What follows belongs to an exercise in optimizing a design on an open flow for small area; a production flow would make more cautious choices.
In this exercise RTL edits were held to simulation tests only and were not proved equivalent to the original.
No driver is modelled on the clock port, so clock power and skew are understated where the tree is cut down; a real chip needs a root buffer or a tree.
Power figures rest on the tool's default switching activity, not on a simulated workload.

job 7544:
Design pedal, start of the top module:
module pedal (
    input  logic        clk,
    input  logic        rst,
    input  logic [31:0] x,
    input  logic [1:0]  en,
    input  logic [3:0]  dist_options,
    input  logic [3:0]  trem_options,
    output logic [31:0] y
);
logic [31:0] y_dist;
logic tick_380, tick_190, tick_95, tick_48;
clk_slow u_clk_slow (
    .clk_in   (clk),
    .rst      (rst),
    .tick_380 (tick_380),
    .tick_190 (tick_190),
    .tick_95  (tick_95),
    .tick_48  (tick_48)
);
distortion u_distortion (
    .x       (x),
    .y       (y_dist),
    .clk_48  (clk),
    .rst     (rst),
    .options (dist_options),
    .en      (en[0])
);
trem u_trem (
    .x        (y_dist),
    .y        (y),
    .clk_48   (clk),
    .rst      (rst),
    .clk_190  (tick_190),
    .clk_380  (tick_380),
    .clk_95   (tick_95),
    .clk_48hz (tick_48),
    .options  (trem_options),
    .en       (en[1])
);
endmodule
Size: roughly 1400 cells after synthesis, ~120 flip-flops, roughly 76 I/O pins.
clock: 10.0 ns
lec_check: 0
cap_margin: 20
core_margin: 2
core_utilization: 40
slew_margin: 20
run.sh (not shown) runs the stock make flow with config.mk's settings and CLKGATE_MAP_FILE= SYNTH_SCRIPT=/design/flow/synth_recipe.tcl, a recipe that flattens the netlist after the stock synthesis.
Job 7544 finished all stages; the layout is clean.
Edits applied to the flow inputs when going from job 7544 to job 527:
- an added CTS_CLUSTER_SIZE of 30
- a change of CAP_MARGIN from 20 to 0
- an added ABC_AREA of 1
- an added CTS_BUF_LIST of sky130_fd_sc_hd__clkbuf_8
- a change of CORE_UTILIZATION from 40 to 60
- a change of SLEW_MARGIN from 20 to 0
==> flow/flow/run.sh (new file) <==
#!/bin/bash
# The standard layout (standard synthesis unchanged), with the port
# buffers made of the smallest buffer cell and a clock tree of clkbuf_4 with
# no dummy loads. Tool output goes to standard.log.
set -euo pipefail
bash standard.sh "BUFFER_PORTS_ARGS=-buffer_cell sky130_fd_sc_hd__buf_1" \
  "CTS_ARGS=-sink_clustering_enable -repair_clock_nets -buf_list sky130_fd_sc_hd__clkbuf_4 -dont_use_dummy_load" \
  finish > standard.log 2>&1
==> flow/standard.sh (new file) <==
#!/bin/bash
# synth_recipe.tcl (not shown) runs the flow's synth.tcl, then flattens the netlist and writes it again
# the make line also repeats each setting of config.mk as NAME=value (left out here)
make -C /OpenROAD-flow-scripts/flow DESIGN_CONFIG=/design/flow/config.mk WORK_HOME=/design/flow/orfs CLKGATE_MAP_FILE= SYNTH_SCRIPT=/design/flow/synth_recipe.tcl "${@:-finish}"
removed: flow/run.sh
==> run summary <==
No stage failed in job 527, and the final checks on the layout all came back clean. Job 527 vs job 7544: via count of the first global-routing pass down by a little under 10%. Summary of the comparison: clock latency of the later-clocked register in the worst-skew pair is higher in job 527, relative to job 7544. A most common cell after layout, fill and taps aside of nand2_1 is what job 7544 shows, while inv_1 belongs to job 527. Summary of the comparison: pre-CTS setup slack is higher in job 527, relative to job 7544. On job 527: multi-input gate share of the layout cell area is 0.75 points lower than what job 7544 gave. Of the two values seen for startpoint of the worst setup timing path, trem_options[1] was produced by job 7544 and trem_options[0] by job 527.
#### Input delta (job 9529 over job 527)
==> flow/flow/run.sh <==
#!/bin/bash
# The standard layout (standard synthesis unchanged), with the port
# buffers made of the smallest buffer cell. Tool output goes to standard.log.
set -euo pipefail
bash standard.sh "BUFFER_PORTS_ARGS=-buffer_cell sky130_fd_sc_hd__buf_1" finish > standard.log 2>&1
--- outcome ---
The critical path required time reported for job 9529 is smaller than that of job 527 by 0.05 ns.
Critical path depth: job 9529 vs job 527 up 3
Number of global-route vias before repair in job 9529 is 1.5% above job 527.
After detailed routing, job 527 needs less wire than job 9529.
Sequential power: job 9529 vs job 527, no meaningful difference

* * *

== run A ==
Another version of the RTL of pedal (not shown whole).
For scale: about 0.0095 mm2 of cells after synthesis.
==> flow/config.mk <==
export PLATFORM = sky130hd
export DESIGN_NAME = pedal
export DESIGN_NICKNAME = pedal
export VERILOG_FILES = /design/flow/design.v
export SDC_FILE = /design/flow/constraint.sdc
export NUM_CORES = 4
export LEC_CHECK = 0
export ABC_AREA = 1
export CAP_MARGIN = 0
export CORE_MARGIN = 2
export CORE_UTILIZATION = 60
export CTS_BUF_LIST = sky130_fd_sc_hd__clkbuf_8
export CTS_CLUSTER_SIZE = 30
export SLEW_MARGIN = 0
==> flow/constraint.sdc <==
create_clock -name core_clock -period 10.0 [get_ports {clk}]
set_input_delay 2.0000 -clock core_clock [delete_from_list [all_inputs] [get_ports {clk}]]
set_output_delay 2.0000 -clock core_clock [all_outputs]
set_load 0.01 [all_outputs]
standard.sh (not shown) runs the stock make flow with config.mk's settings and CLKGATE_MAP_FILE= SYNTH_SCRIPT=/design/flow/synth_recipe.tcl, a recipe that flattens the netlist after the stock synthesis.
==> flow/flow/run.sh <==
#!/bin/bash
# The standard layout with these changes, none to the synthesis:
#  - the port buffers are the smallest buffer cell (buf_1);
#  - between synthesis and floorplan, flow/fixinv2.py picks the polarity of
#    each full adder so that the netlist needs the fewest inverters, and sets
#    each logic cell to the smallest drive of its kind (placement-time repair
#    sizes up what needs it); the logic function and registers are unchanged;
#  - the clock tree is built by flow/mycts.tcl (run as the CTS step's PRE hook):
#    the clock port drives four clkbuf_16, each at the centre of a cluster of
#    flip-flops, so every flip-flop is one buffer from the port.
# Each tool's output goes to a log here.
set -euo pipefail
HERE=$(pwd)
ARGS=("BUFFER_PORTS_ARGS=-buffer_cell sky130_fd_sc_hd__buf_1"
      "PRE_CTS_TCL=$HERE/flow/mycts.tcl")
R=orfs/results/sky130hd/pedal/base
bash standard.sh "${ARGS[@]}" synth > synth.log 2>&1
cp $R/1_2_yosys.v 1_2_yosys.synth.v
python3 flow/fixinv2.py 1_2_yosys.synth.v $R/1_2_yosys.v --downsize > fixinv.log 2>&1
rm -f $R/1_synth.odb
bash standard.sh "${ARGS[@]}" finish > standard.log 2>&1
Other scripts of this flow, unchanged in this note and not shown: flow/flow/fixinv2.py, flow/flow/mycts.tcl
Changes in run B relative to run A:
- CTS_CLUSTER_SIZE removed (was 30)
- CTS_BUF_LIST removed (was sky130_fd_sc_hd__clkbuf_8)
- CORE_UTILIZATION changed from 60 to 75
- PLACE_DENSITY newly set to 0.8
Findings:
- Run B ends up with a fraction of area in multi-input gates that is 0.48 points higher than in run A.
- Final hold slack: run B vs run A, no meaningful difference
- Min y dimension of the die across run B and run A: run B
- Compared to run A, the router laid down less metal wire for run B.
## Diff of input files: run C against run B
- clearing PLACE_DENSITY, which used to be 0.8
- swapping 75 for 60 in CORE_UTILIZATION
- putting CTS_CLUSTER_SIZE at 30 where nothing was set
- putting CTS_BUF_LIST at sky130_fd_sc_hd__clkbuf_8 where nothing was set
-- flow/flow/run.sh --
<<< run B, line 10
#    flip-flops, so every flip-flop is one buffer from the port.
>>> run C, line 10
#    flip-flops, so every flip-flop is one buffer from the port;
#  - after CTS, flow/recover.tcl sizes down cells off the critical paths.
<<< run B, line 15
      "PRE_CTS_TCL=$HERE/flow/mycts.tcl")
>>> run C, line 16
      "PRE_CTS_TCL=$HERE/flow/mycts.tcl"
      "POST_CTS_TCL=$HERE/flow/recover.tcl")
==> flow/flow/recover.tcl (new file) <==
# POST_CTS hook: size down cells off the critical paths (repair_timing
# -recover_power) with placement parasitics; the global-route stage's
# repair_design and repair_timing then fix any slew, load or timing this leaves.
estimate_parasitics -placement
repair_timing -recover_power 100 -verbose
detailed_placement
Results
On layout filler cell count: between run C and run B, it ends up higher for run C.
Signed area change from the synthesized netlist to the final layout sits higher in run C than in run B.
Compared run C vs run B, and multi-input combinational area share is down in run C.
In run C, the total chip power came out about 0.44% above the value in run B.
Cmp run C and run B / setup slack of the critical path after layout / lower: run B
On utilization after layout, the lower figure sits with run C, not run B.
In every run of this note, the design's own scripts or RTL, not TritonCTS, make the clock network.

==> afterwards: timing with drivers on the ports <==
How much do the figures lean on ideal ports? The routed layouts below were timed once more, with nothing changed but the port constraints.
Step 1 assumes that a clkbuf_16 drives the clock port and a buf_2 every other input.
Step 2 also shifts input and output timing later by t, the mid clock arrival at the registers, as if the neighbouring blocks saw the same clock.
Slacks: ideal ports / drivers / drivers and shift; pairs: ideal ports / drivers.
run | shift t [ns] | slack for setup (ns) | hold WS [ns] | pins driven straight from the clock port
job 7544 | 0.468 | 0.952 / 0.966 / 0.498 | 0.424 / 0.424 / 0.424 | 1
job 527 | 0.542 | 1.336 / 1.349 / 0.807 | 0.410 / 0.410 / 0.410 | 1
job 9529 | 0.470 | 1.264 / 1.277 / 0.807 | 0.407 / 0.407 / 0.407 | 1
run A | 0.266 | 0.708 / 0.786 / 0.520 | 0.416 / 0.416 / 0.416 | 4
run B | 0.259 | 0.632 / 0.702 / 0.443 | 0.415 / 0.415 / 0.415 | 4
run C | 0.266 | 0.704 / 0.781 / 0.515 | 0.417 / 0.417 / 0.417 | 4
After both steps every run listed still meets setup and hold. The setup slack of job 527, which loses most, moves by +0.013 ns with the drivers and by -0.529 ns with both steps.
